Background: an optimization exercise with open tools, aiming at small area, a short achievable clock period and few clock cycles. Do not read the settings as production practice.
Where RTL was checked, it was by simulation tests only, not by an equivalence proof against the original.
No driver is modelled on the clock port, so clocking that relies on it looks cheaper here than on a real chip.

==> inputs of v27 <==
==> flow/design.v (excerpt) <==
module poly1305(
  input rst_ni,
  input clk,
  input [127:0] r,
  input [127:0] s,
  input [127:0] m,
  input fb,
  input ld,
  input first,
  output [127:0] p,
  output rdy);
  localparam W = 22;
  localparam K = 6;
  localparam NB = 132;
  wire [127:0] rc = r & 128'h0FFF_FFFC_0FFF_FFFC_0FFF_FFFC_0FFF_FFFF;
  wire [129:0] rc3;
  wire [28:0] r3s0;
  wire r3c0;
  addr3_29 u_r3_0 (.a({rc[27:0], 1'b0}), .b({1'b0, rc[27:0]}), .ci(1'b0), .s(r3s0), .co(r3c0));
  assign rc3[29:0] = {r3c0, r3s0};
  wire [26:0] r3s1;
  wire r3c1;
  addr3_27 u_r3_1 (.a({rc[59:34], 1'b0}), .b({1'b0, rc[59:34]}), .ci(1'b0), .s(r3s1), .co(r3c1));
  assign rc3[61:34] = {r3c1, r3s1};
  wire [26:0] r3s2;
  wire r3c2;
  addr3_27 u_r3_2 (.a({rc[91:66], 1'b0}), .b({1'b0, rc[91:66]}), .ci(1'b0), .s(r3s2), .co(r3c2));
  assign rc3[93:66] = {r3c2, r3s2};
  wire [26:0] r3s3;
  wire r3c3;
  addr3_27 u_r3_3 (.a({rc[123:98], 1'b0}), .b({1'b0, rc[123:98]}), .ci(1'b0), .s(r3s3), .co(r3c3));
  assign rc3[125:98] = {r3c3, r3s3};
  assign rc3[30] = 1'b0;
  assign rc3[31] = 1'b0;
  assign rc3[32] = 1'b0;
  assign rc3[33] = 1'b0;
  assign rc3[62] = 1'b0;
  assign rc3[63] = 1'b0;
  assign rc3[64] = 1'b0;
  assign rc3[65] = 1'b0;
  assign rc3[94] = 1'b0;
  assign rc3[95] = 1'b0;
  assign rc3[96] = 1'b0;
  assign rc3[97] = 1'b0;
  assign rc3[126] = 1'b0;
  assign rc3[127] = 1'b0;
  assign rc3[128] = 1'b0;
  assign rc3[129] = 1'b0;
  reg idle;             
  reg [K-1:0] it;       
  reg f1, f1b, f2, done;
  reg it0n;             
  wire load = idle | done;
  wire iter = |it;
  always @(posedge clk or negedge rst_ni) begin
    if (!rst_ni) begin
      idle <= 1'b1; it0n <= 1'b1; it <= '0; f1 <= 1'b0; f1b <= 1'b0; f2 <= 1'b0; done <= 1'b0;
    end else begin
      idle <= (idle & ~ld) | done;
      it <= {it[K-2:0], idle & ld};
      it0n <= ~(idle & ld);
      f1 <= it[K-1];
      f1b <= f1;
      f2 <= f1b & cX;
      done <= f2 | (f1b & ~cX);
    end
  end
  assign rdy = done;
  reg [NB-1:0] A;           
  reg [127:0] M;            
  reg [105:0] R;         
  reg [113:0] R3;        
  ...
==> flow/config.mk <==
export PLATFORM = sky130hd
export DESIGN_NAME = poly1305
export DESIGN_NICKNAME = poly1305
export VERILOG_FILES = /design/flow/design.v
export SDC_FILE = /design/flow/constraint.sdc
export NUM_CORES = 8
export LEC_CHECK = 0
export CAP_MARGIN = 20
export CELL_PAD_IN_SITES_DETAIL_PLACEMENT = 1
export CELL_PAD_IN_SITES_GLOBAL_PLACEMENT = 1
export CORE_MARGIN = 2
export CORE_UTILIZATION = 30
export GPL_ROUTABILITY_DRIVEN = 1
export PLACE_DENSITY = 0.45
export SETUP_SLACK_MARGIN = 5
export SLEW_MARGIN = 30
export SYNTH_HIERARCHICAL = 1
==> flow/constraint.sdc <==
create_clock -name core_clock -period 12.0 [get_ports {clk}]
set_input_delay 2.4000 -clock core_clock [delete_from_list [all_inputs] [get_ports {clk}]]
set_output_delay 2.4000 -clock core_clock [all_outputs]
set_load 0.01 [all_outputs]
standard.sh (not shown) runs the stock make flow with config.mk's settings and CLKGATE_MAP_FILE= SYNTH_SCRIPT=/design/flow/synth_recipe.tcl, a recipe that flattens the netlist after the stock synthesis.
==> flow/flow/run.sh <==
#!/bin/bash
# Standard layout (standard.sh), with these changes to how it is made:
#  - the port buffers are sky130_fd_sc_hd__buf_2 cells (every port is still buffered);
#  - extra setup repair passes (repair_timing) after placement and after CTS;
#  - in those passes, delay cells (clkdlybuf4s*, dlygate*, dlymetal*) left as buffers by
#    earlier repair steps are swapped for sky130_fd_sc_hd__buf_2.
# Each tool's full output goes to its own log in this folder.
set -euo pipefail
R=orfs/results/sky130hd/poly1305/base
MARGIN=${REPAIR_MARGIN:-7}
export BUFFER_PORTS_ARGS="-buffer_cell sky130_fd_sc_hd__buf_2"
bash standard.sh synth > 1_synth.log 2>&1
bash standard.sh floorplan > 2_floorplan.log 2>&1
bash standard.sh place > 3_place.log 2>&1
STAGE_ODB=$R/3_place.odb STAGE_SDC=$R/3_place.sdc MARGIN=$MARGIN PAD=1 \
  openroad -exit -no_init flow/repair.tcl > 3_extra_repair.log 2>&1
bash standard.sh cts > 4_cts.log 2>&1
STAGE_ODB=$R/4_cts.odb STAGE_SDC=$R/4_cts.sdc MARGIN=$MARGIN PAD=1 PROPAGATED=1 \
  openroad -exit -no_init flow/repair.tcl > 4_extra_repair.log 2>&1
bash standard.sh finish > 5_finish.log 2>&1
==> flow/flow/repair.tcl <==
# Extra setup repair on a placed (or clock-tree) database, then re-legalize.
# env: STAGE_ODB, STAGE_SDC, MARGIN, PAD
read_liberty $::env(FLOW_HOME)/platforms/sky130hd/lib/sky130_fd_sc_hd__tt_025C_1v80.lib
read_db $::env(STAGE_ODB)
read_sdc $::env(STAGE_SDC)
source $::env(FLOW_HOME)/platforms/sky130hd/setRC.tcl
if {[info exists ::env(PROPAGATED)]} { set_propagated_clock [all_clocks] }
set_dont_use [list sky130_fd_sc_hd__probe_p_8 sky130_fd_sc_hd__probec_p_8 sky130_fd_sc_hd__lpflow_* sky130_fd_sc_hd__clkdlybuf4s* sky130_fd_sc_hd__dlygate* sky130_fd_sc_hd__dlymetal*]
# swap delay-cell buffers left by earlier repair steps for plain buffers
set nswap 0
foreach inst [[ord::get_db_block] getInsts] {
  set m [[$inst getMaster] getName]
  if {[string match "sky130_fd_sc_hd__clkdlybuf4s*" $m] || [string match "sky130_fd_sc_hd__dlygate*" $m] || [string match "sky130_fd_sc_hd__dlymetal*" $m]} {
    replace_cell [get_cells [$inst getName]] sky130_fd_sc_hd__buf_2
    incr nswap
  }
}
puts "swapped $nswap delay cells"
estimate_parasitics -placement
report_worst_slack
report_design_area
repair_timing -setup -setup_margin $::env(MARGIN) -verbose
if {[info exists ::env(PROPAGATED)]} { repair_timing -hold -hold_margin 0.05 -verbose }
set_placement_padding -global -left $::env(PAD) -right $::env(PAD)
detailed_placement
check_placement -verbose
estimate_parasitics -placement
report_worst_slack
report_design_area
write_db $::env(STAGE_ODB)
==> v33 (differences from v27) <==
--- a/flow/design.v
+++ b/flow/design.v
@@ -3049,26 +3049,24 @@
   assign rc3[97] = 1'b0;
   assign rc3[126] = 1'b0;
   assign rc3[127] = 1'b0;
   assign rc3[128] = 1'b0;
   assign rc3[129] = 1'b0;
   reg idle;             
   reg [K-1:0] it;       
   reg f1, f1b, f2, done;
-  reg it0n;             
   wire load = idle | done;
   wire iter = |it;
   always @(posedge clk or negedge rst_ni) begin
     if (!rst_ni) begin
-      idle <= 1'b1; it0n <= 1'b1; it <= '0; f1 <= 1'b0; f1b <= 1'b0; f2 <= 1'b0; done <= 1'b0;
+      idle <= 1'b1; it <= '0; f1 <= 1'b0; f1b <= 1'b0; f2 <= 1'b0; done <= 1'b0;
     end else begin
       idle <= (idle & ~ld) | done;
       it <= {it[K-2:0], idle & ld};
-      it0n <= ~(idle & ld);
       f1 <= it[K-1];
       f1b <= f1;
       f2 <= f1b & cX;
       done <= f2 | (f1b & ~cX);
     end
   end
   assign rdy = done;
   reg [NB-1:0] A;           
@@ -3081,17 +3079,17 @@
   reg [1:0] ca;             
   reg first_r;              
   reg [W:0] apre;           
   reg c5r;                  
   reg [123:0] HsN, HcN;    
   reg [W-1:0] LsN, LcN;     
   reg cl;                   
   wire [123:0] HsI = HsN | {124{it[0]}};
-  wire [123:0] HcI = HcN | {124{~it0n}};    
+  wire [123:0] HcI = HcN | {124{it[0]}};
   wire clN = ~cl;
   wire [NB-1:0] AN = ~A;
   assign p = M;
   wire [W:0] c0s;
   wire c0co;
   addc0 u_c0 (.a({1'b0, m[W-1:0]}), .b(first ? {(W+1){1'b0}} : apre), .ci(1'b0), .s(c0s), .co(c0co));
   wire [W+1:0] chunk0 = {c0co, c0s};
   wire [W:0] chunk1a = {1'b0, M[W-1:0]} + {1'b0, first_r ? {W{1'b0}} : A[2*W-1:W]} + {{W{1'b0}}, ca[0]};
==> flow/run.sh (new file) <==
#!/bin/bash
# synth_recipe.tcl (not shown) runs the flow's synth.tcl, then flattens the netlist and writes it again
# the make line also repeats each setting of config.mk as NAME=value (left out here)
make -C /OpenROAD-flow-scripts/flow DESIGN_CONFIG=/design/flow/config.mk WORK_HOME=/design/flow/orfs CLKGATE_MAP_FILE= SYNTH_SCRIPT=/design/flow/synth_recipe.tcl finish
Settings changed: CAP_MARGIN 20 to 50, SLEW_MARGIN 30 to 70.
removed: flow/flow/run.sh
removed: flow/flow/repair.tcl
removed: flow/standard.sh
==> qor summary <==
CORE AREA: v33 352000 um2; v27 352000 um2
Number of antenna violations at the first check in global routing: v33 37; v27 23
Finished Core Util: v33 36.6%; v27 33.8%
Post-synthesis area per instance: v33 10.4 um2; v27 10.4 um2
Fin area: v33 129000 um2; v27 119000 um2
Register cell area after layout: v33 19700 um2; v27 19500 um2
Vertical die dimension: v33 599 um; v27 598 um
Outcome: v33 no timing/DRC/antenna violations; v27 no timing/DRC/antenna violations
Max Fclk: v33 0.172 GHz; v27 0.198 GHz
Dpl hpwl: v33 467000 um; v27 438000 um
Count of filler cells inserted in the layout: v33 38300; v27 39000
Clk_buf instances: v33 202; v27 187
Testbench counts of v27, summed over its fixed seeds: cycles 5,124.
The RTL of v33 was laid out without a check of its function.

what the ideal ports hide:
How much do the figures lean on ideal ports? The routed layouts below were timed once more, with nothing changed but the port constraints. Step 1: set_driving_cell puts a clkbuf_16 on clk and a buf_2 on each other input, an assumption about the parent block. Step 2 adds t to the input delays and takes it off the output delays; t is the mean of the earliest and latest rising clock arrival at the registers after step 1. Input paths then give back, and output paths get back, about the clock's delay inside the block. Slacks: ideal ports / drivers / drivers and shift; pairs: ideal ports / drivers.
run	t (ns)	setup WS [ns]	worst register clock-pin slew, ns	cell pins on the clock port's net
v27	0.964	6.950 / 6.950 / 6.647	0.07 / 0.07	1
v33	0.981	6.171 / 6.171 / 6.058	0.07 / 0.07	1
After both steps every run listed still meets setup and hold. For v27, which loses most, drivers alone change the setup slack by 0.000 ns; drivers and shift together by -0.303 ns.
